Context: an optimization exercise on an open-source flow, tuned for small area. The choices shown serve that exercise and are no tape-out recipe.
Only simulation tests tie the RTL to the original design; equivalence was not proved.
Power is estimated from default activity; no workload was simulated.

<file path="config.mk">
export PLATFORM = sky130hd
export DESIGN_NAME = TopModule
export DESIGN_NICKNAME = TopModule
export VERILOG_FILES = /design/flow/design.v
export SDC_FILE = /design/flow/constraint.sdc
export NUM_CORES = 4
export LEC_CHECK = 0
export ABC_AREA = 1
export CAP_MARGIN = 20
export CORE_MARGIN = 2
export CORE_UTILIZATION = 55
export GPL_TIMING_DRIVEN = 0
export SLEW_MARGIN = 20
</file>
<file path="constraint.sdc">
create_clock -name core_clock -period 6.0 [get_ports {clk}]
set_input_delay 1.2000 -clock core_clock [delete_from_list [all_inputs] [get_ports {clk}]]
set_output_delay 1.2000 -clock core_clock [all_outputs]
set_load 0.01 [all_outputs]
</file>
<file path="design.v">
`timescale 1ns / 1ps
module debounce(input logic clk, input logic rst, input logic button, output logic pulse);
  logic [4:0] s;
  logic fb;
  assign fb = (s == 5'd0) ? button : (~s[4] ^ (s[1] & ~s[2]));
  always_ff @(posedge clk)
    if (rst)
      s <= 5'd0;
    else
      s <= {s[3:0], fb};
  assign pulse = (s == 5'd1);
endmodule
`timescale 1ns / 1ps
module instruction(
    input logic [4:0] readAddress,
    output logic [15:0] readData,
    output logic [15:0] readData2
    );
    logic [4:0] a;
    assign a = readAddress;
    assign readData[0] = (a == 5'd1) | (a == 5'd3) | (a == 5'd5) | (a == 5'd7) | (a == 5'd9) | (a == 5'd12) | (a == 5'd13) | (a == 5'd17) | (a == 5'd18) | (a == 5'd19);
    assign readData[1] = (a == 5'd4) | (a == 5'd5) | (a == 5'd17) | (a == 5'd18) | (a == 5'd19);
    assign readData[2] = (a == 5'd0) | (a == 5'd1) | (a == 5'd6) | (a == 5'd7) | (a == 5'd15) | (a == 5'd17);
    assign readData[3] = (a == 5'd17);
    assign readData[4] = (a == 5'd3) | (a == 5'd7) | (a == 5'd9) | (a == 5'd14) | (a == 5'd17) | (a == 5'd18);
    assign readData[5] = (a == 5'd13) | (a == 5'd14) | (a == 5'd15) | (a == 5'd17) | (a == 5'd18);
    assign readData[6] = (a == 5'd14);
    assign readData[7] = (a == 5'd14);
    assign readData[8] = (a == 5'd1) | (a == 5'd5) | (a == 5'd11) | (a == 5'd13) | (a == 5'd14) | (a == 5'd16);
    assign readData[9] = (a == 5'd10) | (a == 5'd11) | (a == 5'd14) | (a == 5'd15);
    assign readData[10] = (a == 5'd4) | (a == 5'd5) | (a == 5'd11) | (a == 5'd12) | (a == 5'd14) | (a == 5'd16);
    assign readData[11] = (a == 5'd11) | (a == 5'd14) | (a == 5'd16) | (a == 5'd19);
    assign readData[12] = (a == 5'd0) | (a == 5'd1) | (a == 5'd4) | (a == 5'd5) | (a == 5'd10) | (a == 5'd11) | (a == 5'd12) | (a == 5'd13) | (a == 5'd19);
    assign readData[13] = (a == 5'd0) | (a == 5'd1) | (a == 5'd4) | (a == 5'd5) | (a == 5'd8) | (a == 5'd9) | (a == 5'd10) | (a == 5'd11) | (a == 5'd12) | (a == 5'd13) | (a == 5'd16) | (a == 5'd18);
    assign readData[14] = (a == 5'd14) | (a == 5'd15) | (a == 5'd18);
    assign readData[15] = (a == 5'd13) | (a == 5'd16) | (a == 5'd18);
    assign readData2[0] = (a == 5'd0) | (a == 5'd2) | (a == 5'd4) | (a == 5'd6) | (a == 5'd8) | (a == 5'd11) | (a == 5'd12) | (a == 5'd16) | (a == 5'd17) | (a == 5'd18);
    assign readData2[1] = (a == 5'd3) | (a == 5'd4) | (a == 5'd16) | (a == 5'd17) | (a == 5'd18);
    assign readData2[2] = (a == 5'd0) | (a == 5'd5) | (a == 5'd6) | (a == 5'd14) | (a == 5'd16) | (a == 5'd31);
    assign readData2[3] = (a == 5'd16);
    assign readData2[4] = (a == 5'd2) | (a == 5'd6) | (a == 5'd8) | (a == 5'd13) | (a == 5'd16) | (a == 5'd17);
    assign readData2[5] = (a == 5'd12) | (a == 5'd13) | (a == 5'd14) | (a == 5'd16) | (a == 5'd17);
    assign readData2[6] = (a == 5'd13);
    assign readData2[7] = (a == 5'd13);
    assign readData2[8] = (a == 5'd0) | (a == 5'd4) | (a == 5'd10) | (a == 5'd12) | (a == 5'd13) | (a == 5'd15);
    assign readData2[9] = (a == 5'd9) | (a == 5'd10) | (a == 5'd13) | (a == 5'd14);
    assign readData2[10] = (a == 5'd3) | (a == 5'd4) | (a == 5'd10) | (a == 5'd11) | (a == 5'd13) | (a == 5'd15);
    assign readData2[11] = (a == 5'd10) | (a == 5'd13) | (a == 5'd15) | (a == 5'd18);
    assign readData2[12] = (a == 5'd0) | (a == 5'd3) | (a == 5'd4) | (a == 5'd9) | (a == 5'd10) | (a == 5'd11) | (a == 5'd12) | (a == 5'd18) | (a == 5'd31);
    assign readData2[13] = (a == 5'd0) | (a == 5'd3) | (a == 5'd4) | (a == 5'd7) | (a == 5'd8) | (a == 5'd9) | (a == 5'd10) | (a == 5'd11) | (a == 5'd12) | (a == 5'd15) | (a == 5'd17) | (a == 5'd31);
    assign readData2[14] = (a == 5'd13) | (a == 5'd14) | (a == 5'd17);
    assign readData2[15] = (a == 5'd12) | (a == 5'd15) | (a == 5'd17);
endmodule
`timescale 1ns / 1ps
module controller(
        input logic clk,
        input logic kill,              
        input logic [15:0] RDinst,
        input logic [7:0] regData1,    
        input logic [7:0] regData2,    
        input logic [7:0] memData,     
        output logic regWrite,
        output logic memWrite,
        output logic [3:0] Adress,
        output logic [7:0] Data,
        output logic jmp
    );
    logic [3:0] op;
    assign op = RDinst[15:12];
    logic [7:0] p, g, sum;
    logic [8:0] cy;
    assign p = regData1 ^ regData2;
    assign g = regData1 & regData2;
    assign cy[0] = 1'b0;
    genvar k;
    generate
        for (k = 0; k < 8; k = k + 1) begin : g_add
            assign cy[k + 1] = g[k] | (p[k] & cy[k]);
        end
    endgenerate
    assign sum = p ^ cy[7:0];
    always_ff @(posedge clk) begin
        if (kill) begin
            regWrite <= 1'b0;
            memWrite <= 1'b0;
            jmp <= 1'b0;
        end else begin
            regWrite <= (op == 4'd2) || (op == 4'd3) || (op == 4'd4) || (op == 4'd5);
            memWrite <= (op == 4'd0) || (op == 4'd1);
            jmp <= ((op == 4'd10) || (op == 4'd11)) && (p == 8'd0);
        end
        Adress <= (op[2] | op[0]) ? RDinst[11:8] : RDinst[7:4];
        Data <= op[2] ? sum :
                op[0] ? RDinst[7:0] :
                op[1] ? memData : regData2;
    end
endmodule
`timescale 1ns / 1ps
module registerFile(
    input logic clk,
    input logic reset,
    input logic writeEnable,
    input logic [3:0] A1,
    input logic [3:0] A2,
    input logic [3:0] A3,
    input logic [7:0] WD3,
    output logic [7:0] RD1,
    output logic [7:0] RD2
    );
    logic [15:0][7:0] registerArr;
    logic [7:0] wd;
    assign wd = reset ? 8'hff : ~WD3;
    genvar i;
    generate
        for (i = 0; i < 16; i = i + 1) begin : g_entry
            always_ff @(posedge clk)
                if (reset || (writeEnable && A3 == i))
                    registerArr[i] <= wd;
        end
    endgenerate
    always_comb begin
        RD1 = 8'd0;
        RD2 = 8'd0;
        for (int j = 0; j < 16; j = j + 1) begin
            RD1 = RD1 | (~registerArr[j] & {8{A1 == j}});
            RD2 = RD2 | (~registerArr[j] & {8{A2 == j}});
        end
    end
endmodule
`timescale 1ns / 1ps
module dataMemory(
    input logic clk,
    input logic reset,
    input logic WE,
    input logic [3:0] A,
    input logic [3:0] A2,
    input logic [3:0] address,
    input logic [7:0] WD,
    output logic [7:0] RD,
    output logic [7:0] RD2
    );
    logic [15:0][7:0] memory;
    logic [7:0] wd;
    assign wd = reset ? 8'hff : ~WD;
    genvar i;
    generate
        for (i = 0; i < 16; i = i + 1) begin : g_entry
            always_ff @(posedge clk)
                if (reset || (WE && address == i))
                    memory[i] <= wd;
        end
    endgenerate
    always_comb begin
        RD = 8'd0;
        RD2 = 8'd0;
        for (int j = 0; j < 16; j = j + 1) begin
            RD = RD | (~memory[j] & {8{A == j}});
            RD2 = RD2 | (~memory[j] & {8{A2 == j}});
        end
    end
endmodule
`timescale 1ns / 1ps
module SevSeg_4digit(
 input clk, 
 input rst,
 input [3:0] in3, in2, in1, in0,  
 output [6:0]seg, output logic dp,  
 output [3:0] an    
 );
localparam N = 4;
logic [N-1:0] count;
always@ (posedge clk)
	if (rst)
		count <= {N{1'b0}};
	else
		count <= count + 1;
logic [4:0]digit_val;  
logic [3:0]digit_en;   
always@ (*)
 begin
 digit_en = 4'b1111;  
 digit_val = in0;  
  case(count[N-1:N-2])  
   2'b00 :   
    begin
     digit_val = {1'b0, in0};
     digit_en = 4'b1110;
    end
   2'b01:   
    begin
     digit_val = {1'b0, in1};
     digit_en = 4'b1101;
    end
   2'b10:   
    begin
     digit_val = {1'b1, in2};
     digit_en = 4'b1011;
    end
   2'b11:   
    begin
     digit_val = {1'b0, in3};
     digit_en = 4'b0111;
    end
  endcase
 end
logic [6:0] sseg_LEDs; 
always @(*)
 begin 
  sseg_LEDs = 7'b1111111;  
  case( digit_val)
   5'd0 : sseg_LEDs = 7'b1000000;  
   5'd1 : sseg_LEDs = 7'b1111001;  
   5'd2 : sseg_LEDs = 7'b0100100;  
   5'd3 : sseg_LEDs = 7'b0110000;  
   5'd4 : sseg_LEDs = 7'b0011001;  
   5'd5 : sseg_LEDs = 7'b0010010;  
   5'd6 : sseg_LEDs = 7'b0000010;  
   5'd7 : sseg_LEDs = 7'b1111000;  
   5'd8 : sseg_LEDs = 7'b0000000;  
   5'd9 : sseg_LEDs = 7'b0010000;  
   5'd10: sseg_LEDs = 7'b0001000;  
   5'd11: sseg_LEDs = 7'b0000011;  
   5'd12: sseg_LEDs = 7'b1000110;  
   5'd13: sseg_LEDs = 7'b0100001;  
   5'd14: sseg_LEDs = 7'b0000110;  
   5'd15: sseg_LEDs = 7'b0001110;  
   5'd16: sseg_LEDs = 7'b0110111;  
   default : sseg_LEDs = 7'b0111111;  
  endcase
 end
assign an = digit_en;
assign seg = sseg_LEDs; 
assign dp = 1'b1;  
endmodule
`timescale 1ns / 1ps
module TopModule(
        input logic clk,
        input logic rst,
        input middleB,
        input upB,
        input leftB,
        input rightB,
        input downB,
        input [15:0] sw,
        output logic [6:0] seg,
        output logic dp,
        output logic [3:0] an,
        output logic [15:0] led
    );
    logic rightButtonPushed, leftButtonPushed, downButtonPushed, middleButtonPushed, upButtonPushed;
    debounce debounceModuleForRight(clk, rst, rightB, rightButtonPushed);
    debounce debounceModuleForLeft(clk, rst, leftB, leftButtonPushed);
    debounce debounceModuleForDown(clk, rst, downB, downButtonPushed);
    debounce debounceModuleForMid(clk, rst, middleB, middleButtonPushed);
    debounce debounceModuleForUp(clk, rst, upB, upButtonPushed);
    logic [4:0] Ains;
    logic [15:0] RDinst;
    logic [15:0] RDinst2;
    logic [7:0] RD1reg;
    logic [7:0] RD2reg;
    logic [3:0] Amem;
    logic [7:0] RDmem;
    logic [7:0] RDmem2;
    logic regWrite;
    logic memWrite;
    logic [7:0] Data;
    logic [3:0] Adress;
    logic jmp;
    logic reset;
    logic takeFromSw;
    logic [15:0] cntInput;
    logic clearMem;
    always_ff @(posedge clk) begin
        if (rst) begin
            takeFromSw <= 0;
            reset <= 0;
            Amem <= 0;
            Ains <= 0;
        end else if (rightButtonPushed) begin
            takeFromSw <= 0;
            reset <= 0;
            Amem <= Amem + 4'd1;
        end else if (leftButtonPushed) begin
            takeFromSw <= 0;
            reset <= 0;
            Amem <= Amem - 4'd1;
        end else if (downButtonPushed) begin
            takeFromSw <= 0;
            reset <= 0;
            if (jmp)
                Ains <= cntInput[12:8];
            else
                Ains <= Ains + 5'd1;
        end else if (upButtonPushed) begin
            reset <= 1;
            takeFromSw <= 0;
        end else if (middleButtonPushed) begin
            takeFromSw <= 1;
            reset <= 0;
        end
    end
    instruction instruction(Ains, RDinst, RDinst2);
    assign led = RDinst2;
    always_ff @(posedge clk)
        if (takeFromSw)
            cntInput <= sw;
        else
            cntInput <= RDinst;
    logic rstd, kill;
    always_ff @(posedge clk)
        rstd <= rst;
    assign kill = rst | rstd;
    controller controller(clk, kill, cntInput, RD1reg, RD2reg, RDmem2,
                          regWrite, memWrite, Adress, Data, jmp);
    assign clearMem = reset | rst;
    registerFile register(clk, clearMem, regWrite, cntInput[7:4], cntInput[3:0], Adress, Data, RD1reg, RD2reg);
    dataMemory memoryModule(clk, clearMem, memWrite, Amem, cntInput[3:0], Adress, Data, RDmem, RDmem2);
    SevSeg_4digit displayModule(clk, rst, Amem, 4'd1, RDmem[7:4], RDmem[3:0], seg, dp, an);
endmodule
</file>
<file path="flow/run.sh">
#!/bin/bash
# Own layout flow: the standard synthesis, then the combinational logic
# between the (unchanged) registers is re-mapped by ABC with a stronger
# area script, then the standard layout from that netlist on, with
# clock-tree and port-buffer options for area. Each tool logs to its own file.
set -euo pipefail
HERE=$(pwd)
RES=$HERE/orfs/results/$FLOW_PLATFORM/TopModule/base
LIB=$FLOW_HOME/platforms/$FLOW_PLATFORM/lib/sky130_fd_sc_hd__tt_025C_1v80.lib

# 1. standard synthesis (the standard flow's own, unchanged)
bash standard.sh synth > log_synth.txt 2>&1

# 2. re-map the combinational logic; registers stay as they are
cp $RES/1_2_yosys.v $HERE/netlist_std.v
cp $RES/1_2_yosys.v $RES/1_2_yosys_std.v
python3 flow/split_lib.py $LIB $HERE/comb.lib $HERE/seq.lib > log_split.txt 2>&1
DU=""
for c in $(grep -A40 '^export DONT_USE_CELLS' $FLOW_HOME/platforms/$FLOW_PLATFORM/config.mk | grep -o 'sky130_fd_sc_hd__[a-z0-9_]*'); do
  DU="$DU -dont_use $c"
done
cat > $HERE/reopt.ys <<EOY
read_liberty -ignore_miss_func -ignore_miss_data_latch $HERE/comb.lib
read_liberty -lib $HERE/seq.lib
read_verilog $HERE/netlist_std.v
hierarchy -top $FLOW_TOP
flatten
opt_clean -purge
abc -script $HERE/flow/abc_area.script -liberty $LIB $DU
opt_clean -purge
hilomap -singleton -hicell sky130_fd_sc_hd__conb_1 HI -locell sky130_fd_sc_hd__conb_1 LO
splitnets
opt_clean -purge
insbuf -buf sky130_fd_sc_hd__buf_4 A X
tee -o $HERE/reopt_stat.txt stat -liberty $LIB
write_verilog -noattr -nohex -nodec $HERE/netlist_reopt.v
EOY
yosys -l log_reopt.txt -q -s $HERE/reopt.ys > /dev/null 2>&1
rm -f $HERE/comb.lib $HERE/seq.lib
cp $HERE/netlist_reopt.v $RES/1_2_yosys.v
touch $RES/1_2_yosys.v

# 3. the rest of the standard layout
export CTS_ARGS="-sink_clustering_enable -repair_clock_nets -dont_use_dummy_load -buf_list sky130_fd_sc_hd__clkbuf_8 -sink_clustering_size 20 -sink_clustering_max_diameter 60"
export BUFFER_PORTS_ARGS="-buffer_cell sky130_fd_sc_hd__buf_1"
bash standard.sh > log_layout.txt 2>&1
</file>
<file path="flow/abc_area.script">
strash; balance; rewrite; refactor; balance; rewrite; rewrite -z; balance; refactor -z; rewrite -z; balance; dc2; balance; rewrite; refactor; balance; rewrite; rewrite -z; balance; refactor -z; rewrite -z; balance; &get -n; &dch -f; &nf -p -R 1000 -F 8 -A 4; &put; topo
</file>
<file path="flow/split_lib.py">
# Split the platform's liberty file into its combinational cells (comb.lib)
# and its sequential cells (seq.lib), so that Yosys can model the former as
# logic and keep the latter (the registers) as black boxes.
import re, sys
txt = open(sys.argv[1]).read()
i = txt.index('cell (')
header = txt[:i]
cells = []
pos = i
while True:
    j = txt.find('cell (', pos)
    if j < 0:
        break
    k = txt.index('{', j)
    depth = 1
    p = k + 1
    while depth:
        c = txt[p]
        if c == '{':
            depth += 1
        elif c == '}':
            depth -= 1
        p += 1
    cells.append(txt[j:p])
    pos = p
comb = [c for c in cells if not re.search(r'\b(ff|latch|statetable)\s*\(', c)]
seq = [c for c in cells if re.search(r'\b(ff|latch|statetable)\s*\(', c)]
open(sys.argv[2], 'w').write(header + '\n'.join(comb) + '\n}\n')
open(sys.argv[3], 'w').write(header + '\n'.join(seq) + '\n}\n')
</file>
<file path="standard.sh">
#!/bin/bash
# synth_recipe.tcl (not shown) runs the flow's synth.tcl, then flattens the netlist and writes it again
# the make line also repeats each setting of config.mk as NAME=value (left out here)
make -C /OpenROAD-flow-scripts/flow DESIGN_CONFIG=/design/flow/config.mk WORK_HOME=/design/flow/orfs CLKGATE_MAP_FILE= SYNTH_SCRIPT=/design/flow/synth_recipe.tcl "${@:-finish}"
</file>
==> results.cfg, run 1 <==
[sta]
worst_pin_slew_ns = 1.23
tns_ns = 0
whs_ns = 0.426
hold_violations = 0
period_share = 0.896
worst_clock_skew_ns = 0.0838
rsz0062_at_grt = false
finalCriticalPeriod_ns = 5.37
worst_slack_ns = 0.626
slew_headroom = 0.175
setup_viol_count_final = 0
slew_viol_final = 0
max_freq_ghz = 0.186

[placed_design]
routabilityCongestion = 0.964
place_ws_ns = 1.46
place.port_buffers = 49
place_hpwl_um = 28700
dp.cells = 1581

[synth]
syn_area_um2 = 13900
avgSynthCellArea_um2 = 11.6
syn_inst = 1199
synthesis.nets = 1222
ys_warn_count = 6

[critical_path]
max_stage_delay_ns = 0.74
cp.required_ns = 4.80
path_delay_family = simple AND/OR/NAND/NOR gates
criticalPathCategory = flip-flop to primary output
path_cells = nor2_1 > nand2_1 > o22ai_1 > nor4_1 > o211ai_1 > nor4_1 > a21oi_1 > nand2_1 > nor2_1 > a21boi_0 > o21ai_0 > buf_1
startpoint_type = flip-flop
crit_buf_inv = 1
crit_slowest_cell = nor4_1
path_max_fanout = 12
critical_path.endpoint_type = primary output
crit_arrival_ns = 4.17

[detailed_routing]
remaining_drc_errors = 0
initialDrtViolationCount = 2341
num_vias = 11700
drtAntennaViolNets = 0
drt_wl_total_um = 46800
drt_first_pass_iters = 8
vias_per_cell = 7.27
wire_per_inst_um = 29.1

[finish]
finalNonFillerCells = 1611
area_delta_synth_final_pct = 7.73
nNetsFinal = 1305
fill_cells = 2082
drive_gt1_frac = 0.0305

[floorplanning]
start_util = 0.556
core_um2 = 25000
die_height_um = 163
rows = 58
die_area_um2 = 26600
die_w_um = 163
io_pins = 51

[global_route]
grt_overflow = 0
grt.total_usage = 0.351
grt_antenna_before_repair = 3
grt_pass1_vias = 10900
grt_max_degree = 41
grt_pass1_wl_um = 67500

[job]
max_cap_violations = 0

[clocking]
h-tree-depth = 1
cts_root_buf = clkbuf_8
ctsResizeCount = 0
clkTransAtPathRegs_ns = 0.11
cts_tree = built
hold_buffers = 0
clockBufferDepth = 3
cts_buffers = 28
cts_num_sinks = 328
cts_setup_buffers = 0
insertion_delay_ns = 0.63

[power]
p_leak_nw = 4.19
power_density_nw_per_um2 = 303
p_total_mw = 4.54
max-vdd-ir-drop_mv = 0.203

[min_path]
min_path_type = flip-flop to flip-flop

[outcome]
run_status = finished clean
==> cells in the final DEF, fill, tap and decap left out, types with 4 or more instances in the layout <==
cell type,count
a21oi_1,40
xnor2_1,5
nor4_1,52
o22a_1,7
a211oi_1,10
a31oi_1,8
a221oi_1,4
edfxtp_1,256
o21a_1,4
a22oi_1,4
nand4_1,19
clkbuf_8,28
clkinv_1,25
a32oi_1,5
o21ai_0,30
nand2b_1,9
nand3_1,53
nor2_1,89
o22ai_1,241
o221ai_1,4
nor2b_1,39
mux2_1,6
nand2_1,141
nor3_1,31
buf_1,48
dfxtp_1,72
==> metal layers <==
| layer | up-vias | global-route usage | share of wire |
|---|---|---|---|
| li1 | 4980 | - | - |
| met5 | - | 0 | 0.00056 |
| met1 | 5437 | 0.483 | 0.37 |
| met2 | 1047 | 0.511 | 0.42 |
| met4 | 2 | 0.152 | 0.051 |
| met3 | 253 | 0.119 | 0.15 |
==> sequential cells by signal (all words and copies together) (netlist names), 8 cells and up <==
name                  cells
controller.Data           8
register.registerArr    128
memoryModule.memory     128
cntInput                 16
==> power breakdown <==
group | internal (mW) | switching [mW] | leakage, nW
Clock | 0.415 | 0.696 | 0.201
Sequential | 2.65 | 0.127 | 2.54
Combinational | 0.166 | 0.483 | 1.45
Total | 3.23 | 1.31 | 4.19
==> worst paths after layout <==
kind / cells past startpoint / slack (ns) / startpoint / endpoint
worst min register to register: 1 / 0.43 / rstd / controller.regWrite
worst max-delay path: 12 / 0.63 / Amem[2] / seg[1]
worst min-delay path: 1 / 0.43 / rstd / controller.regWrite
worst max register to register: 15 / 1.29 / cntInput[3] / controller.Data[7]
==> through the flow <==
| step | util | instance area (um2) |
|---|---|---|
| 2_1_floorplan | - | 13900 |
| 3_3_place_gp | 0.580 | 14500 |
| 3_5_place_dp | 0.582 | 14600 |
| 4_1_cts | 0.598 | 15000 |
| 5_1_grt | 0.599 | 15000 |
| 6_report | 0.599 | 15000 |
==> worst register-to-register path, stage by stage (launching register included) <==
cell      delay [ns]
dfxtp_1         0.58
nor2b_1         0.33
nand3_1         0.90
o22ai_1         0.54
nor4_1          0.10
nand2_1         0.16
nand2_1         0.14
o21ai_0         0.30
maj3_1          0.29
a21oi_1         0.12
maj3_1          0.42
o21ai_0         0.29
a21boi_0        0.17
o21ai_0         0.17
a21oi_1         0.07
a21oi_1         0.12
==> cell type report <==
type / count / area, um2 / share of cell area
repair buffers: 53 / 250 / 0.0167
inverters: 25 / 93.8 / 0.00626
diodes: 1 / 2.50 / 0.000167
clock buffers: 28 / 385 / 0.0257
well taps: 330 / 413 / 0.0275
flip-flops and latches: 328 / 9130 / 0.609
multi-input cells: 845 / 4710 / 0.314
plain buffers: 1 / 7.51 / 0.000501
==> inputs of run 2 (changes only) <==
--- a/config.mk
+++ b/config.mk
@@ -9,5 +9,6 @@
 export CAP_MARGIN = 20
 export CORE_MARGIN = 2
-export CORE_UTILIZATION = 55
+export CORE_UTILIZATION = 40
 export GPL_TIMING_DRIVEN = 0
+export PLACE_DENSITY = 0.75
 export SLEW_MARGIN = 20
==> run 2 against run 1 <==
Compared with the run above: still clean on timing, DRC and antenna; synthesized cell count is the same; final cell count is 7.2% higher; clock skew is 0.026 ns lower; fmax up 0.36%; design area increased by 0.27%; total power shrank 2.4%; clock-buffer cell count decreased by 6; critical path depth unchanged; die area is 37% higher; core utilization down 16 points; global-route usage shrank 10 points; worst hold slack improved by 0.031 ns; critical path type unchanged; largest cell class unchanged; largest power group unchanged; highest routed layer is now met4.
==> results.cfg, run 2 <==
[outcome]
run_status = finished clean

[floorplanning]
die_area_um2 = 36300
rows = 68
die_w_um = 191
die_height_um = 191
io_pins = 51
start_util = 0.405
core_um2 = 34400

[critical_path]
startpoint_type = flip-flop
r2r-start = cntInput[0]
ff2ff_path_depth = 15
max_stage_delay_ns = 0.63
crit_slowest_cell = nand3_1
path_delay_family = simple AND/OR/NAND/NOR gates
path_max_fanout = 8
rrSetupSlack_ns = 1.38
crit_buf_inv = 1
crit_arrival_ns = 4.15
cp.required_ns = 4.80
r2r-end = controller.Data[7]
path_cells = nor2b_1 > nand3_1 > o22a_1 > o211ai_1 > nor4_1 > a21oi_1 > nand2_1 > or2_0 > nand3_1 > nand2_1 > o21ai_0 > buf_1
criticalPathCategory = flip-flop to primary output
cp.depth = 12
critical_path.endpoint_type = primary output

[synth]
avgSynthCellArea_um2 = 11.6
syn_area_um2 = 13900
ys_warn_count = 6
syn_inst = 1199
synthesis.nets = 1222

[min_path]
hold_depth = 1
holdPathEnd = controller.regWrite
min_path_type = flip-flop to flip-flop
min_from = rstd

[sta]
tns_ns = 0
worst_clock_skew_ns = 0.0575
max_freq_ghz = 0.187
hold_violations = 0
worst_pin_slew_ns = 1.24
setup_viol_count_final = 0
finalCriticalPeriod_ns = 5.35
period_share = 0.892
slew_viol_final = 0
rsz0062_at_grt = false
whs_ns = 0.457
slew_headroom = 0.171
worst_slack_ns = 0.645

[finish]
finalNonFillerCells = 1727
nNetsFinal = 1297
n_antenna_cell = 0
final_cell_mix = 256 x edfxtp_1, 241 x o22ai_1, 142 x nand2_1
reg.largest.list = memoryModule.memory: 128 flops, register.registerArr: 128 flops, cntInput: 16 flops
layout_commonest_cell = edfxtp_1
fill_cells = 3250
drive_gt1_frac = 0.0252
area_delta_synth_final_pct = 8.02

[detailed_routing]
drtAntennaViolNets = 0
drt_wl_total_um = 46400
num_vias = 11900
wl_met3_um = 7100
m1WireLength_um = 16100
wire_per_inst_um = 26.8
drt_first_pass_iters = 7
top_layer_used = met4
remaining_drc_errors = 0
vias_per_cell = 6.91
wl_met2_um = 20000
initialDrtViolationCount = 2281

[clocking]
cts_num_sinks = 328
cts_buffers = 22
hold_buffers = 0
insertion_delay_ns = 0.59
clockBufferDepth = 3
clkTransAtPathRegs_ns = 0.11
h-tree-depth = 1
cts_tree = built
cts_root_buf = clkbuf_8
cts_setup_buffers = 0
ctsResizeCount = 0

[global_route]
grt_overflow = 0
grt_pass1_vias = 10900
grt_pass1_wl_um = 67000
grt_max_degree = 45
grt.total_usage = 0.249
grt_antenna_before_repair = 0

[placed_design]
dp.cells = 1704
place_ws_ns = 1.51
place.port_buffers = 49
routabilityCongestion = 0.968
place_hpwl_um = 27900

[power]
power_density_nw_per_um2 = 294
p_total_mw = 4.43
max-vdd-ir-drop_mv = 0.155
p_leak_nw = 4.13

[job]
max_cap_violations = 0
## run 2: cell count changes in the layout (fill, tap and decap cells not counted), sizes merged
| cell | delta |
|---|---|
| buf | -2 |
| diode | -1 |
| clkbuf | -6 |
## run 2: through the flow
step / cell area (um2) / util
after floorplan: 13900 / -
after global placement: 14700 / 0.427
after detailed placement: 14700 / 0.427
after CTS: 15000 / 0.436
after global routing: 15000 / 0.437
final: 15000 / 0.437
## run 2: worst max-delay path by stage
stage	startpoint	to	slack, ns
finish	Amem[1]	seg[1]	0.65
global route	Amem[1]	seg[1]	0.51
CTS	Amem[1]	seg[1]	0.90
detailed placement	Amem[1]	seg[1]	1.51
global placement	rst	memoryModule.memory[8]	0.51
floorplan	rst	memoryModule.memory[0]	2.41
## run 2: routing by layer
metal  GRT usage  up-vias
met5           0        -
met4       0.139        0
met3      0.0668      316
met2       0.386     1197
met1       0.316     5465
li1            -     4958
## run 2: area by class of cell
class,instances,area [um2],area share
Clock buffer,22,303,0.0201
Sequential cell,328,9130,0.607
Timing Repair Buffer,51,211,0.0141
Multi-Input combinational cell,845,4720,0.314
Tap cell,455,569,0.0379
Inverter,25,93.8,0.00624
Buffer,1,7.51,0.000499
## run 2: power by group
| part | total (mW) | switching [mW] | internal (mW) |
|---|---|---|---|
| registers | 2.78 | 0.129 | 2.65 |
| logic | 0.655 | 0.489 | 0.166 |
| clock network | 0.992 | 0.661 | 0.331 |
| total | 4.43 | 1.28 | 3.15 |
==> inputs of run 3 (changes only) <==
--- a/config.mk
+++ b/config.mk
@@ -11,4 +11,3 @@
 export CORE_UTILIZATION = 40
 export GPL_TIMING_DRIVEN = 0
-export PLACE_DENSITY = 0.75
 export SLEW_MARGIN = 20
==> run 3 against run 2 <==
Compared with the run above: synthesized cell count stayed put; clock power is 13% higher; core utilization up 0.40 points; critical endpoint unchanged; sequential cell count unchanged; critical path type unchanged; register-to-register slack worse by 0.12 ns; still clean on timing, DRC and antenna; sequential power about the same; design area grew 0.91%.
==> results.cfg, run 3 <==
[min_path]
min_path_type = flip-flop to flip-flop

[power]
power_frac_seq = 0.609
max-vdd-ir-drop_mv = 0.140
swShare = 0.292
p_int_mw = 3.23
switchingPower_mw = 1.33
power_density_nw_per_um2 = 301
p_total_mw = 4.56
p_leak_nw = 4.19
power_frac_clock = 0.246
share_comb_of_total_power = 0.145

[floorplanning]
start_util = 0.405
die_area_um2 = 36300
core_um2 = 34400
die_w_um = 191
io_pins = 51
die_height_um = 191
rows = 68

[finish]
final_cell_mix = 256 x edfxtp_1, 241 x o22ai_1, 141 x nand2_1
utilization = 0.441
area_delta_synth_final_pct = 9.00
layout_commonest_cell = edfxtp_1
fill_cells = 3262
n_antenna_cell = 0
finalNonFillerCells = 1735
drive_gt1_frac = 0.0320
nNetsFinal = 1305
reg.largest.list = memoryModule.memory: 128 flops, register.registerArr: 128 flops, cntInput: 16 flops

[synth]
ys_warn_count = 6
synthesis.nets = 1222
avgSynthCellArea_um2 = 11.6
syn_area_um2 = 13900
syn_inst = 1199

[detailed_routing]
remaining_drc_errors = 0
initialDrtViolationCount = 2108
vias_per_cell = 6.79
wire_per_inst_um = 28.1
num_vias = 11800
drt_first_pass_iters = 8
drtAntennaViolNets = 0
drt_wl_total_um = 48800

[clocking]
clockBufferDepth = 3
cts_tree = built
insertion_delay_ns = 0.60
cts_buffers = 28
hold_buffers = 0
h-tree-depth = 1
cts_setup_buffers = 0
clkTransAtPathRegs_ns = 0.11
cts_root_buf = clkbuf_8
cts_num_sinks = 328
ctsResizeCount = 0

[global_route]
grt_antenna_before_repair = 0
grt_max_degree = 41
grt_pass1_wl_um = 69600
grt_pass1_vias = 10900
grt.total_usage = 0.263
grt_overflow = 0

[critical_path]
critical_path.endpoint_type = primary output
crit_arrival_ns = 4.12
criticalPathCategory = flip-flop to primary output
max_stage_delay_ns = 0.59
path_cells = nor2b_1 > nand3_1 > o22a_1 > o211ai_1 > nor4_1 > a21oi_1 > nand2_1 > or2_0 > nand3_1 > nand2_1 > o21ai_0 > buf_1
crit_slowest_cell = nand3_1
cp.required_ns = 4.80
startpoint_type = flip-flop
path_max_fanout = 8
crit_buf_inv = 1
path_delay_family = simple AND/OR/NAND/NOR gates

[placed_design]
place_hpwl_um = 29400
dp.cells = 1707
routabilityCongestion = 0.946
place.port_buffers = 49

[sta]
slew_headroom = 0.153
slew_viol_final = 0
period_share = 0.887
worst_clock_skew_ns = 0.0426
hold_violations = 0
setup_viol_count_final = 0
rsz0062_at_grt = false
tns_ns = 0
max_freq_ghz = 0.188
worst_pin_slew_ns = 1.27
finalCriticalPeriod_ns = 5.32

[outcome]
run_status = finished clean

[job]
max_cap_violations = 0
==> run 3: path summary, 6_finish.rpt <==
kind | depth (start not counted) | end | from | slack, ns
max | 12 | seg[1] | Amem[1] | 0.68
min | 2 | debounceModuleForMid.s[4] | debounceModuleForMid.s[3] | 0.45
max reg2reg | 15 | controller.Data[7] | cntInput[3] | 1.26
min reg2reg | 2 | debounceModuleForMid.s[4] | debounceModuleForMid.s[3] | 0.45
==> run 3: stage by stage <==
stage	cell area (um2)	setup slack, ns	hold slack [ns]
final	15200	0.679	0.450
after global routing	15200	0.533	0.463
after CTS	15200	0.815	0.453
after floorplan	13900	2.41	0.409
after detailed placement	14800	1.45	0.444
after global placement	14700	0.247	0.427
==> run 3: final cells by class <==
type	instances	area, um2	area share
Buffer	1	7.51	0.000495
Inverter	25	93.8	0.00619
Sequential cell	328	9130	0.602
Timing Repair Buffer	53	263	0.0173
Tap cell	455	569	0.0375
Multi-Input combinational cell	845	4720	0.311
Clock buffer	28	385	0.0254
==> run 3: worst min-delay path, delay by kind of cell (launching register included) <==
family                 cells  cell delay [ns]
buffers and inverters      1             0.07
flip-flops                 1             0.32
AND/OR/NAND/NOR            1             0.04
==> run 3: power groups by stage <==
stage / clock network [mW] / registers [mW] / logic (mW)
final: 1.12 / 2.78 / 0.661
after global placement: 0 / 2.82 / 0.626
after detailed placement: 0 / 2.82 / 0.640
after CTS: 1.11 / 2.77 / 0.640
after global routing: 1.20 / 2.79 / 0.700
after floorplan: 0 / 2.77 / 0.391
==> run 3: metal layers <==
metal / track usage / vias up / wire length, um
li1: - / 4984 / -
met1: 0.364 / 5626 / 18700
met2: 0.395 / 972 / 20900
met3: 0.0655 / 199 / 6910
met4: 0.110 / 0 / 2270
met5: 0 / - / 0
==> inputs of run 4 (changes only) <==
--- a/flow/run.sh
+++ b/flow/run.sh
@@ -42,5 +42,5 @@
 
 # 3. the rest of the standard layout
-export CTS_ARGS="-sink_clustering_enable -repair_clock_nets -dont_use_dummy_load -buf_list sky130_fd_sc_hd__clkbuf_8 -sink_clustering_size 20 -sink_clustering_max_diameter 60"
+export CTS_ARGS="-sink_clustering_enable -repair_clock_nets -dont_use_dummy_load -buf_list sky130_fd_sc_hd__clkbuf_16 -sink_clustering_size 30 -sink_clustering_max_diameter 60"
 export BUFFER_PORTS_ARGS="-buffer_cell sky130_fd_sc_hd__buf_1"
 bash standard.sh > log_layout.txt 2>&1
==> run 4 against run 3 <==
Compared with the run above: synthesized cell count unchanged; synthesized area unchanged; total power up 10%; sequential power about the same; worst setup slack better by 0.019 ns; clock-buffer cell count unchanged; wire length up 0.52%; die area unchanged; design area up 2.3%; non-clock buffer count up 2; highest routed layer unchanged.
==> results.cfg, run 4 <==
[floorplanning]
rows = 68
start_util = 0.405
die_height_um = 191
die_area_um2 = 36300
die_w_um = 191
io_pins = 51
core_um2 = 34400

[clocking]
clockBufferDepth = 3
ctsResizeCount = 0
cts_tree = built
cts_num_sinks = 328
insertion_delay_ns = 0.58
h-tree-depth = 1
clkTransAtPathRegs_ns = 0.06
cts_root_buf = clkbuf_16
hold_buffers = 0
cts_buffers = 28
cts_setup_buffers = 0

[sta]
period_share = 0.884
rsz0062_at_grt = false
worst_slack_ns = 0.698
slew_viol_final = 0
setup_viol_count_final = 0
max_freq_ghz = 0.189
worst_clock_skew_ns = 0.0447
worst_pin_slew_ns = 1.27
hold_violations = 0
finalCriticalPeriod_ns = 5.30
tns_ns = 0
slew_headroom = 0.153

[finish]
nNetsFinal = 1307
area_delta_synth_final_pct = 11.5
n_antenna_cell = 0
regArea_um2 = 9130
layout_commonest_cell = edfxtp_1
final_cell_mix = 256 x edfxtp_1, 241 x o22ai_1, 142 x nand2_1
multi_input_area_um2 = 4720
drive_gt1_frac = 0.0328
fill_cells = 3224
reg.largest.list = memoryModule.memory: 128 flops, register.registerArr: 128 flops, cntInput: 16 flops

[critical_path]
crit_slowest_cell = nand3_1
crit_arrival_ns = 4.10
r2r-end = controller.Data[7]
criticalPathCategory = flip-flop to primary output
endpoint = seg[1]
critical_path.endpoint_type = primary output
path_cells = nor2b_1 > nand3_1 > o22ai_1 > nor4_1 > a21oi_1 > nand2_1 > or2_0 > nand3_1 > nand2_1 > o21ai_0 > buf_1
ff2ff_path_depth = 15
cp.required_ns = 4.80
max_stage_delay_ns = 0.63
path_max_fanout = 8
startpoint_type = flip-flop
rrSetupSlack_ns = 1.27
startpoint = Amem[0]
r2r-start = cntInput[3]

[detailed_routing]
remaining_drc_errors = 0
vias_per_cell = 6.73
initialDrtViolationCount = 2095
drt_wl_total_um = 49000
num_vias = 11700
drtAntennaViolNets = 0
drt_first_pass_iters = 6
wire_per_inst_um = 28.2

[job]
max_cap_violations = 0

[placed_design]
place_ws_ns = 1.45
place.port_buffers = 49
place_hpwl_um = 29400
routabilityCongestion = 0.946

[global_route]
grt_pass1_wl_um = 69800
grt_overflow = 0
grt_antenna_before_repair = 0
grt_max_degree = 41
grt.total_usage = 0.264
grt_pass1_vias = 11000

[synth]
synthesis.nets = 1222
avgSynthCellArea_um2 = 11.6
syn_inst = 1199
syn_area_um2 = 13900
ys_warn_count = 6

[power]
max-vdd-ir-drop_mv = 0.194
p_leak_nw = 4.35
power_density_nw_per_um2 = 325

[outcome]
run_status = finished clean

[min_path]
min_path_type = flip-flop to flip-flop
-- run 4: changes by cell type in the layout (fill, tap and decap cells not counted) --
cell / change
clkbuf_16: +28
clkbuf_8: -28
buf_8: +2
nand2_1: +1
nand2_2: -1
-- run 4: layout make-up --
class | instances | area share
sequential | 328 | 0.589
multi-input combinational | 845 | 0.304
clock buffer | 28 | 0.0452
tap | 455 | 0.0367
timing repair buffer | 55 | 0.0189
inverter | 25 | 0.00605
buffer | 1 | 0.000484
-- run 4: report_power, final --
group / internal, mW / switching (mW)
Sequential: 2.65 / 0.128
Clock: 0.816 / 0.772
Combinational: 0.170 / 0.497
-- run 4: metrics by stage --
step / power, mW / utilization / hold WS [ns] / area, um2 / cells
after global placement: 3.45 / 0.427 / 0.427 / 14700 / 1703
after global routing: 5.17 / 0.451 / 0.459 / 15500 / 1737
final: 5.04 / 0.451 / 0.449 / 15500 / 1737
after detailed placement: 3.46 / 0.430 / 0.444 / 14800 / 1707
after CTS: 4.99 / 0.450 / 0.454 / 15500 / 1735
after floorplan: 3.16 / - / 0.409 / 13900 / 1199
-- run 4: worst min path at each step --
stage               cells after the start                        to                      from
finish                                  1       controller.regWrite              cntInput[15]
CTS                                     1  debounceModuleForUp.s[4]  debounceModuleForUp.s[3]
global route                            1  debounceModuleForUp.s[4]  debounceModuleForUp.s[3]
floorplan                               1       controller.regWrite              cntInput[15]
global placement                        1       controller.regWrite                      rstd
detailed placement                      2  debounceModuleForUp.s[3]  debounceModuleForUp.s[2]
-- run 4: routing by layer --
layer | wire, um | GRT usage
met1 | 19200 | 0.363
met2 | 21000 | 0.395
met3 | 6610 | 0.0709
met4 | 2240 | 0.109
met5 | 0 | 0
-- run 4: worst max-delay path, delay by kind of cell, from the launching register on --
family / cells / cell delay [ns]
simple gates: 7 / 1.95
compound gates: 3 / 0.95
buf+inv: 1 / 0.17
flops: 1 / 0.46
==> inputs of run 5 (changes only) <==
--- a/flow/run.sh
+++ b/flow/run.sh
@@ -42,5 +42,5 @@
 
 # 3. the rest of the standard layout
-export CTS_ARGS="-sink_clustering_enable -repair_clock_nets -dont_use_dummy_load -buf_list sky130_fd_sc_hd__clkbuf_16 -sink_clustering_size 30 -sink_clustering_max_diameter 60"
+export CTS_ARGS="-sink_clustering_enable -repair_clock_nets -dont_use_dummy_load -buf_list \"sky130_fd_sc_hd__clkbuf_4 sky130_fd_sc_hd__clkbuf_8\" -sink_clustering_size 20 -sink_clustering_max_diameter 60"
 export BUFFER_PORTS_ARGS="-buffer_cell sky130_fd_sc_hd__buf_1"
 bash standard.sh > log_layout.txt 2>&1
--- a/config.mk
+++ b/config.mk
@@ -11,3 +11,3 @@
 export CORE_UTILIZATION = 40
 export GPL_TIMING_DRIVEN = 0
-export SLEW_MARGIN = 20
+export SLEW_MARGIN = 10
==> run 5 against run 4 <==
Compared with the run above: global-route usage decreased by 0.18 points; worst setup slack got worse by 0.019 ns; clock skew increased by 0.018 ns; fmax decreased by 0.37%; largest power group unchanged.
==> results.cfg, run 5 <==
[placed_design]
place.port_buffers = 49
place_ws_ns = 1.50
place_area_um2 = 14800
place_hpwl_um = 29900
routabilityCongestion = 0.946
dp.cells = 1710

[floorplanning]
start_util = 0.405
die_area_um2 = 36300
die_w_um = 191
core_um2 = 34400
io_pins = 51
rows = 68
die_height_um = 191

[min_path]
holdPathEnd = debounceModuleForUp.s[4]
min_from = debounceModuleForUp.s[3]
hold_depth = 1
min_path_type = flip-flop to flip-flop

[synth]
syn_inst = 1199
synthesis.nets = 1222
avgSynthCellArea_um2 = 11.6
syn_area_um2 = 13900
ys_warn_count = 6

[clocking]
cts_tree = built
cts_num_sinks = 328
h-tree-depth = 1
clockBufferDepth = 3
insertion_delay_ns = 0.62
cts_root_buf = clkbuf_8
hold_buffers = 0
cts_buffers = 28
clkTransAtPathRegs_ns = 0.08
cts_setup_buffers = 0
ctsResizeCount = 0

[power]
p_total_mw = 4.56
power_frac_seq = 0.609
power_frac_clock = 0.245
p_int_mw = 3.23
swShare = 0.291
share_comb_of_total_power = 0.145
switchingPower_mw = 1.33
power_density_nw_per_um2 = 299
max-vdd-ir-drop_mv = 0.152
p_leak_nw = 4.24

[critical_path]
criticalPathCategory = flip-flop to primary output
rrSetupSlack_ns = 1.34
crit_slowest_cell = nand3_1
path_delay_family = simple AND/OR/NAND/NOR gates
crit_buf_inv = 1
path_max_fanout = 8
critical_path.endpoint_type = primary output
cp.required_ns = 4.80
max_stage_delay_ns = 0.59
path_cells = nor2b_1 > nand3_1 > o22a_1 > o211ai_1 > nor4_1 > a21oi_1 > nand2_1 > or2_0 > nand3_1 > nand2_1 > o21ai_0 > buf_1
crit_arrival_ns = 4.12
r2r-end = controller.Data[7]
ff2ff_path_depth = 15
r2r-start = cntInput[3]
startpoint_type = flip-flop

[finish]
utilization = 0.443
reg.largest.list = memoryModule.memory: 128 flops, register.registerArr: 128 flops, cntInput: 16 flops
final_cell_mix = 256 x edfxtp_1, 241 x o22ai_1, 142 x nand2_1
area_delta_synth_final_pct = 9.41
nNetsFinal = 1310
fin_area_um2 = 15200
fill_cells = 3252
layout_commonest_cell = edfxtp_1
drive_gt1_frac = 0.0311
finalNonFillerCells = 1741
regArea_um2 = 9130
multi_input_area_um2 = 4690

[sta]
hold_violations = 0
setup_viol_count_final = 0
worst_clock_skew_ns = 0.0624
rsz0062_at_grt = false
worst_pin_slew_ns = 1.32
max_freq_ghz = 0.188
slew_headroom = 0.117
whs_ns = 0.449
worst_slack_ns = 0.678
slew_viol_final = 0
period_share = 0.887
tns_ns = 0
finalCriticalPeriod_ns = 5.32

[detailed_routing]
drtAntennaViolNets = 0
top_layer_used = met4
drt_wl_total_um = 49000
wl_met2_um = 21100
initialDrtViolationCount = 2044
vias_per_cell = 6.77
remaining_drc_errors = 0
wire_per_inst_um = 28.2
num_vias = 11800
wl_met3_um = 6750
m1WireLength_um = 19000
drt_first_pass_iters = 6

[global_route]
grt_antenna_before_repair = 0
grt_pass1_wl_um = 69400
grt.total_usage = 0.262
grt_pass1_vias = 10800
grt_max_degree = 45
grt_overflow = 0

[job]
max_cap_violations = 0

[outcome]
run_status = finished clean
==> run 5: cell type report <==
class | count | area share
Sequential cell | 328 | 0.600
Buffer | 1 | 0.000493
Clock buffer | 28 | 0.0253
Multi-Input combinational cell | 845 | 0.308
Tap cell | 455 | 0.0374
Inverter | 25 | 0.00616
Antenna cell | 1 | 0.000164
Timing Repair Buffer | 58 | 0.0227
==> run 5: how the worst max path moves through the flow <==
stage | start | endpoint | cells after the start
3_3_place_gp | rst | register.registerArr[114] | 3
2_1_floorplan | rst | memoryModule.memory[0] | 2
4_1_cts | Amem[1] | seg[1] | 12
5_1_grt | Amem[1] | seg[1] | 12
3_5_place_dp | Amem[1] | seg[1] | 12
6_report | Amem[1] | seg[1] | 12
==> run 5: power groups by stage <==
stage | logic (mW) | clock network (mW) | registers, mW
after global placement | 0.626 | 0 | 2.82
after CTS | 0.636 | 1.12 | 2.77
after global routing | 0.698 | 1.20 | 2.79
final | 0.662 | 1.12 | 2.78
after detailed placement | 0.635 | 0 | 2.82
after floorplan | 0.391 | 0 | 2.77
==> run 5: per-layer routing <==
layer / vias up / global-route usage
met5: - / 0
met4: 0 / 0.108
met3: 199 / 0.0642
met2: 982 / 0.396
met1: 5616 / 0.362
li1: 4986 / -
==> inputs of run 6 (changes only) <==
--- a/flow/run.sh
+++ b/flow/run.sh
@@ -42,5 +42,5 @@
 
 # 3. the rest of the standard layout
-export CTS_ARGS="-sink_clustering_enable -repair_clock_nets -dont_use_dummy_load -buf_list \"sky130_fd_sc_hd__clkbuf_4 sky130_fd_sc_hd__clkbuf_8\" -sink_clustering_size 20 -sink_clustering_max_diameter 60"
+export CTS_ARGS="-sink_clustering_enable -repair_clock_nets -dont_use_dummy_load -buf_list sky130_fd_sc_hd__clkbuf_8 -sink_clustering_size 16 -sink_clustering_max_diameter 60"
 export BUFFER_PORTS_ARGS="-buffer_cell sky130_fd_sc_hd__buf_1"
 bash standard.sh > log_layout.txt 2>&1
--- a/config.mk
+++ b/config.mk
@@ -11,3 +11,4 @@
 export CORE_UTILIZATION = 40
 export GPL_TIMING_DRIVEN = 0
-export SLEW_MARGIN = 10
+export PLACE_DENSITY = 0.75
+export SLEW_MARGIN = 20
==> run 6 against run 5 <==
Compared with the run above: clock-buffer cell count down 3; global-route usage down 1.3 points; final cell count down 0.69%; highest routed layer unchanged; core utilization down 0.50 points; synthesized area unchanged; clock power down 5%; sequential share of layout area up 0.69 points; wire length down 5.5%; largest power group unchanged; critical path type unchanged; worst hold slack worse by 0.017 ns; worst setup slack better by 0.0027 ns; critical path depth unchanged.
==> results.cfg, run 6 <==
[global_route]
grt_antenna_before_repair = 1
grt_pass1_vias = 11000
grt.total_usage = 0.249
grt_pass1_wl_um = 67000
grt_max_degree = 45
grt_overflow = 0

[power]
p_leak_nw = 4.14
p_int_mw = 3.18
switchingPower_mw = 1.31
power_density_nw_per_um2 = 298
power_frac_clock = 0.237
swShare = 0.291
power_frac_seq = 0.619
p_total_mw = 4.49
share_comb_of_total_power = 0.145
max-vdd-ir-drop_mv = 0.172

[floorplanning]
rows = 68
die_area_um2 = 36300
start_util = 0.405
die_height_um = 191
core_um2 = 34400
io_pins = 51
die_w_um = 191

[clocking]
ctsResizeCount = 0
hold_buffers = 0
cts_buffers = 25
cts_tree = built
h-tree-depth = 1
clockBufferDepth = 3
clkTransAtPathRegs_ns = 0.10
cts_num_sinks = 328
cts_root_buf = clkbuf_8
insertion_delay_ns = 0.62
cts_setup_buffers = 0

[placed_design]
place.port_buffers = 49
dp.cells = 1704
routabilityCongestion = 0.968
place_ws_ns = 1.51
place_area_um2 = 14700
place_hpwl_um = 27900

[detailed_routing]
drt_wl_total_um = 46400
vias_per_cell = 6.85
drtAntennaViolNets = 0
wire_per_inst_um = 26.8
num_vias = 11800
drt_first_pass_iters = 7
remaining_drc_errors = 0
initialDrtViolationCount = 2399

[critical_path]
crit_arrival_ns = 4.12
rrSetupSlack_ns = 1.35
startpoint = Amem[1]
path_max_fanout = 8
ff2ff_path_depth = 15
critical_path.endpoint_type = primary output
r2r-start = cntInput[1]
startpoint_type = flip-flop
criticalPathCategory = flip-flop to primary output
r2r-end = controller.Data[7]
cp.required_ns = 4.80

[finish]
fill_cells = 3236
layout_commonest_cell = edfxtp_1
drive_gt1_frac = 0.0259
utilization = 0.438
fin_area_um2 = 15100
reg.largest.list = memoryModule.memory: 128 flops, register.registerArr: 128 flops, cntInput: 16 flops
n_antenna_cell = 0
finalNonFillerCells = 1729
area_delta_synth_final_pct = 8.17
final_cell_mix = 256 x edfxtp_1, 241 x o22ai_1, 142 x nand2_1
nNetsFinal = 1299

[synth]
avgSynthCellArea_um2 = 11.6
synthesis.nets = 1222
syn_area_um2 = 13900
ys_warn_count = 6
syn_inst = 1199

[sta]
slew_viol_final = 0
max_freq_ghz = 0.188
worst_clock_skew_ns = 0.0658
slew_headroom = 0.142
setup_viol_count_final = 0
hold_violations = 0
finalCriticalPeriod_ns = 5.32
tns_ns = 0
whs_ns = 0.433
rsz0062_at_grt = false
worst_pin_slew_ns = 1.28
period_share = 0.887
worst_slack_ns = 0.681

[min_path]
holdPathEnd = controller.regWrite
min_path_type = flip-flop to flip-flop
min_from = cntInput[15]
hold_depth = 1

[outcome]
run_status = finished clean

[job]
max_cap_violations = 0
run 6: metal layers:
layer / track usage / up-vias / wire length (um) / part of all wire
li1: - / 4965 / - / -
met1: 0.312 / 5431 / 16000 / 0.35
met2: 0.385 / 1150 / 20400 / 0.44
met3: 0.0743 / 291 / 7230 / 0.16
met4: 0.138 / 0 / 2760 / 0.060
met5: 0 / - / 0 / 0
run 6: power groups by stage:
stage                     sequential (mW)  combinational, mW  clock [mW]
after floorplan                      2.77              0.391           0
after global placement               2.82              0.603           0
after detailed placement             2.82              0.617           0
after CTS                            2.77              0.617        1.05
after global routing                 2.79              0.684        1.13
final                                2.78              0.649        1.06
run 6: area by class of cell:
type / count / area, um2 / share of cell area
Sequential cell: 328 / 9130 / 0.606
Multi-Input combinational cell: 845 / 4710 / 0.313
Tap cell: 455 / 569 / 0.0378
Clock buffer: 25 / 344 / 0.0229
Timing Repair Buffer: 50 / 196 / 0.0130
Inverter: 25 / 93.8 / 0.00623
Buffer: 1 / 7.51 / 0.000499
run 6: worst max path at each step:
stage	to	slack, ns	cells after the start
6_report	seg[1]	0.68	12
2_1_floorplan	memoryModule.memory[0]	2.41	2
3_5_place_dp	seg[1]	1.51	12
5_1_grt	seg[1]	0.52	12
4_1_cts	seg[1]	0.85	12
3_3_place_gp	memoryModule.memory[8]	0.51	3
run 6: critical path, stage by stage, from the launching register on:
cell	delay (ns)
dfxtp_1	0.47
nor2b_1	0.41
nand3_1	0.60
o22a_1	0.37
o211ai_1	0.10
nor4_1	0.11
a21oi_1	0.36
nand2_1	0.26
or2_0	0.30
nand3_1	0.13
nand2_1	0.08
o21ai_0	0.15
buf_1	0.17
==> inputs of run 7 (changes only) <==
--- a/config.mk
+++ b/config.mk
@@ -11,4 +11,4 @@
 export CORE_UTILIZATION = 40
 export GPL_TIMING_DRIVEN = 0
-export PLACE_DENSITY = 0.75
+export PLACE_DENSITY = 0.85
 export SLEW_MARGIN = 20
==> run 7 against run 6 <==
Compared with the run above: still clean on timing, DRC and antenna; combinational power grew 0.8%; clock power is essentially flat; worst hold slack gained 0.021 ns; sequential share of layout area grew 0.056 points; wire length shrank 0.49%; total power shrank 0.59%; design area is essentially flat; first-iteration DRC count shrank 0.42%; critical endpoint unchanged.
==> results.cfg, run 7 <==
[outcome]
run_status = finished clean

[detailed_routing]
vias_per_cell = 7.00
initialDrtViolationCount = 2389
drt_wl_total_um = 46100
num_vias = 12100
remaining_drc_errors = 0
drt_first_pass_iters = 10
wire_per_inst_um = 26.7
drtAntennaViolNets = 0

[synth]
avgSynthCellArea_um2 = 11.6
syn_inst = 1199
synthesis.nets = 1222
syn_area_um2 = 13900
ys_warn_count = 6

[power]
power_density_nw_per_um2 = 297
p_total_mw = 4.46
p_leak_nw = 4.13
max-vdd-ir-drop_mv = 0.239

[finish]
n_antenna_cell = 0
layout_commonest_cell = edfxtp_1
multi_input_area_um2 = 4710
area_delta_synth_final_pct = 8.07
regArea_um2 = 9130
final_cell_mix = 256 x edfxtp_1, 241 x o22ai_1, 142 x nand2_1
fill_cells = 3104
fin_area_um2 = 15000
nNetsFinal = 1298
utilization = 0.438
reg.largest.list = memoryModule.memory: 128 flops, register.registerArr: 128 flops, cntInput: 16 flops
finalNonFillerCells = 1728
drive_gt1_frac = 0.0251

[floorplanning]
die_w_um = 191
die_height_um = 191
io_pins = 51
start_util = 0.405
rows = 68
core_um2 = 34400
die_area_um2 = 36300

[sta]
hold_violations = 0
rsz0062_at_grt = false
tns_ns = 0
worst_pin_slew_ns = 1.27
slew_viol_final = 0
whs_ns = 0.453
period_share = 0.861
worst_clock_skew_ns = 0.0477
finalCriticalPeriod_ns = 5.16
setup_viol_count_final = 0
max_freq_ghz = 0.194
worst_slack_ns = 0.835
slew_headroom = 0.152

[clocking]
cts_setup_buffers = 0
insertion_delay_ns = 0.58
cts_tree = built
h-tree-depth = 1
cts_root_buf = clkbuf_8
cts_buffers = 24
clockBufferDepth = 3
clkTransAtPathRegs_ns = 0.10
cts_num_sinks = 328
ctsResizeCount = 0
hold_buffers = 0

[global_route]
grt_pass1_vias = 11300
grt_overflow = 0
grt_antenna_before_repair = 0
grt_max_degree = 45
grt_pass1_wl_um = 66900
grt.total_usage = 0.246

[critical_path]
path_max_fanout = 8
critical_path.endpoint_type = primary output
cp.required_ns = 4.80
crit_slowest_cell = nor4_1
max_stage_delay_ns = 0.51
startpoint = Amem[0]
path_cells = and2_0 > nand2_1 > o22ai_1 > nor4_1 > o211ai_1 > nor4_1 > a21oi_1 > nand2_1 > nor2_1 > a21boi_0 > o21ai_0 > buf_1
r2r-start = cntInput[1]
criticalPathCategory = flip-flop to primary output
startpoint_type = flip-flop
crit_arrival_ns = 3.96

[placed_design]
place_hpwl_um = 27400
place.port_buffers = 49
place_area_um2 = 14700
place_ws_ns = 1.45
dp.cells = 1704
routabilityCongestion = 0.971

[job]
max_cap_violations = 0

[min_path]
min_from = rstd
min_path_type = flip-flop to flip-flop
## run 7: changes by cell type in the layout (fill, tap and decap cells not counted)
cell	previous run	this run
clkbuf_8	25	24
## run 7: final cells by class
type,count,area share
multi-input combinational,845,0.313
sequential,328,0.607
buffer,1,0.000499
timing repair buffer,50,0.0131
tap,455,0.0379
inverter,25,0.00624
clock buffer,24,0.0220
## run 7: path summary, 6_finish.rpt
path / slack, ns / cells after the start / end
max: 0.84 / 12 / seg[1]
min: 0.45 / 1 / controller.regWrite
max reg2reg: 1.26 / 15 / controller.Data[7]
min reg2reg: 0.45 / 1 / controller.regWrite
## run 7: critical path, delay by kind of cell, from the launching register on
family / cells / cell delay (ns)
AND/OR/NAND/NOR: 6 / 1.95
flip-flops: 1 / 0.39
buffers and inverters: 1 / 0.14
AO/OA/AOI/OAI: 5 / 0.89
## run 7: metal layers
metal | up-vias | wire [um] | track usage
li1 | 4956 | - | -
met1 | 5455 | 15300 | 0.309
met2 | 1349 | 20000 | 0.382
met3 | 330 | 7840 | 0.0789
met4 | 0 | 3030 | 0.127
met5 | - | 0 | 0
## run 7: power breakdown
group,internal [mW],switching [mW]
sequential,2.65,0.128
clock,0.359,0.675
combinational,0.163,0.490
==> inputs of run 8 (changes only) <==
--- a/config.mk
+++ b/config.mk
@@ -10,4 +10,5 @@
 export CORE_MARGIN = 2
 export CORE_UTILIZATION = 40
+export GPL_ROUTABILITY_DRIVEN = 0
 export GPL_TIMING_DRIVEN = 0
 export PLACE_DENSITY = 0.85
==> run 8 against run 7 <==
Compared with the run above: clock power hardly changed; die area stayed put; critical path depth stayed put; register-to-register slack worse by 0.04 ns; clock-buffer cell count stayed put; sequential power hardly changed; via count is 1.9% higher; still clean on timing, DRC and antenna; wire length is 4.5% lower; fmax is 0.66% lower.
==> results.cfg, run 8 <==
[clocking]
h-tree-depth = 1
cts_buffers = 24
insertion_delay_ns = 0.61
hold_buffers = 0
clkTransAtPathRegs_ns = 0.11
cts_setup_buffers = 0
clockBufferDepth = 3
cts_tree = built
cts_num_sinks = 328
ctsResizeCount = 0
cts_root_buf = clkbuf_8

[job]
max_cap_violations = 0

[sta]
worst_pin_slew_ns = 1.29
setup_viol_count_final = 0
finalCriticalPeriod_ns = 5.20
max_freq_ghz = 0.192
slew_headroom = 0.135
period_share = 0.867
worst_slack_ns = 0.801
slew_viol_final = 0
hold_violations = 0
rsz0062_at_grt = false
worst_clock_skew_ns = 0.0919
tns_ns = 0

[detailed_routing]
m1WireLength_um = 14300
drt_first_pass_iters = 12
vias_per_cell = 7.13
wl_met2_um = 18900
num_vias = 12300
initialDrtViolationCount = 2847
drt_wl_total_um = 44100
drtAntennaViolNets = 0
wl_met3_um = 7290
wire_per_inst_um = 25.5
top_layer_used = met4
remaining_drc_errors = 0

[critical_path]
ff2ff_path_depth = 15
startpoint_type = flip-flop
path_max_fanout = 8
crit_slowest_cell = nand3_1
crit_buf_inv = 1
path_cells = nor2b_1 > nand3_1 > o22a_1 > o211ai_1 > nor4_1 > a21oi_1 > nand2_1 > or2_0 > nand3_1 > nand2_1 > o21ai_0 > buf_1
path_delay_family = simple AND/OR/NAND/NOR gates
rrSetupSlack_ns = 1.22
cp.required_ns = 4.80
criticalPathCategory = flip-flop to primary output
critical_path.endpoint_type = primary output
cp.depth = 12
crit_arrival_ns = 4.00
max_stage_delay_ns = 0.52

[floorplanning]
die_w_um = 191
io_pins = 51
start_util = 0.405
core_um2 = 34400
rows = 68
die_height_um = 191
die_area_um2 = 36300

[finish]
nNetsFinal = 1298
n_antenna_cell = 0
utilization = 0.437
layout_commonest_cell = edfxtp_1
area_delta_synth_final_pct = 8.00
reg.largest.list = memoryModule.memory: 128 flops, register.registerArr: 128 flops, cntInput: 16 flops
drive_gt1_frac = 0.0236
final_cell_mix = 256 x edfxtp_1, 241 x o22ai_1, 142 x nand2_1

[placed_design]
place_hpwl_um = 26900
place.port_buffers = 49
place_ws_ns = 1.64

[power]
share_comb_of_total_power = 0.144
switchingPower_mw = 1.28
power_frac_seq = 0.625
swShare = 0.288
power_frac_clock = 0.232
p_int_mw = 3.17
max-vdd-ir-drop_mv = 0.249
p_leak_nw = 4.13
power_density_nw_per_um2 = 296

[global_route]
grt_max_degree = 45
grt.total_usage = 0.236
grt_antenna_before_repair = 0
grt_overflow = 0
grt_pass1_vias = 11200
grt_pass1_wl_um = 65200

[synth]
synthesis.nets = 1222
syn_area_um2 = 13900
avgSynthCellArea_um2 = 11.6
ys_warn_count = 6
syn_inst = 1199

[min_path]
hold_depth = 1
min_path_type = flip-flop to flip-flop

[outcome]
run_status = finished clean
==> run 8: layout make-up <==
type,count,area (um2)
well taps,455,569
clock buffers,24,330
repair buffers,50,196
flip-flops and latches,328,9130
fillers,3095,19300
inverters,25,93.8
plain buffers,1,7.51
multi-input cells,845,4700
==> run 8: worst reg2reg max path, delay by kind of cell (launching register included) <==
| family | cells | cell delay (ns) |
|---|---|---|
| and+or+nand+nor | 5 | 1.64 |
| AOI/OAI and AO/OA | 8 | 1.85 |
| adders and majority gates | 2 | 0.72 |
| DFF | 1 | 0.54 |
==> run 8: through the flow <==
step / cell area (um2) / power, mW / hold WS, ns / std cells
3_5_place_dp: 14700 / 3.42 / 0.445 / 1704
5_1_grt: 15000 / 4.55 / 0.429 / 1728
4_1_cts: 15000 / 4.38 / 0.400 / 1728
6_report: 15000 / 4.45 / 0.385 / 1728
2_1_floorplan: 13900 / 3.16 / 0.409 / 1199
3_3_place_gp: 14700 / 3.39 / 0.422 / 1703
==> run 8: power by group through the flow <==
stage	Combinational [mW]	Clock [mW]	Sequential [mW]
2_1_floorplan	0.391	0	2.77
3_3_place_gp	0.582	0	2.81
3_5_place_dp	0.604	0	2.82
4_1_cts	0.605	1.01	2.77
5_1_grt	0.674	1.08	2.79
6_report	0.640	1.03	2.78
==> run 8: per-layer routing <==
| layer | GRT usage | vias to the layer above |
|---|---|---|
| met1 | 0.295 | 5483 |
| met3 | 0.0692 | 416 |
| met4 | 0.136 | 0 |
| li1 | - | 4968 |
| met2 | 0.365 | 1453 |
| met5 | 0 | - |
==> run 8: worst paths after layout <==
kind / startpoint / end
max: Amem[1] / seg[1]
min: cntInput[15] / controller.regWrite
max reg2reg: cntInput[3] / controller.Data[7]
min reg2reg: cntInput[15] / controller.regWrite

==> re-timing with driven ports <==
Ports are ideal in the flow. The routed layouts listed here were re-timed in OpenROAD. Step 1: set_driving_cell puts a clkbuf_16 on clk and a buf_2 on each other input, an assumption about the parent block. Step 2 also shifts input and output timing later by t, the mid clock arrival at the registers, as if the neighbouring blocks saw the same clock. Slacks: ideal ports / drivers / drivers and shift; pairs: ideal ports / drivers.
| run | shift t [ns] | setup WS [ns] | worst register clock-pin slew, ns | worst data-port slew with drivers (ns) |
|---|---|---|---|---|
| run 1 | 0.632 | 0.626 / 0.579 / 1.211 | 0.12 / 0.12 | 0.03 |
| run 2 | 0.606 | 0.645 / 0.599 / 1.205 | 0.12 / 0.12 | 0.04 |
| run 3 | 0.630 | 0.679 / 0.629 / 1.259 | 0.11 / 0.11 | 0.04 |
| run 4 | 0.602 | 0.698 / 0.646 / 1.248 | 0.08 / 0.08 | 0.04 |
| run 5 | 0.633 | 0.678 / 0.631 / 1.265 | 0.12 / 0.12 | 0.04 |
| run 6 | 0.631 | 0.681 / 0.637 / 1.268 | 0.11 / 0.11 | 0.04 |
| run 7 | 0.598 | 0.835 / 0.792 / 1.261 | 0.11 / 0.11 | 0.03 |
| run 8 | 0.613 | 0.801 / 0.756 / 1.216 | 0.11 / 0.11 | 0.04 |
After both steps every run listed still meets setup and hold.
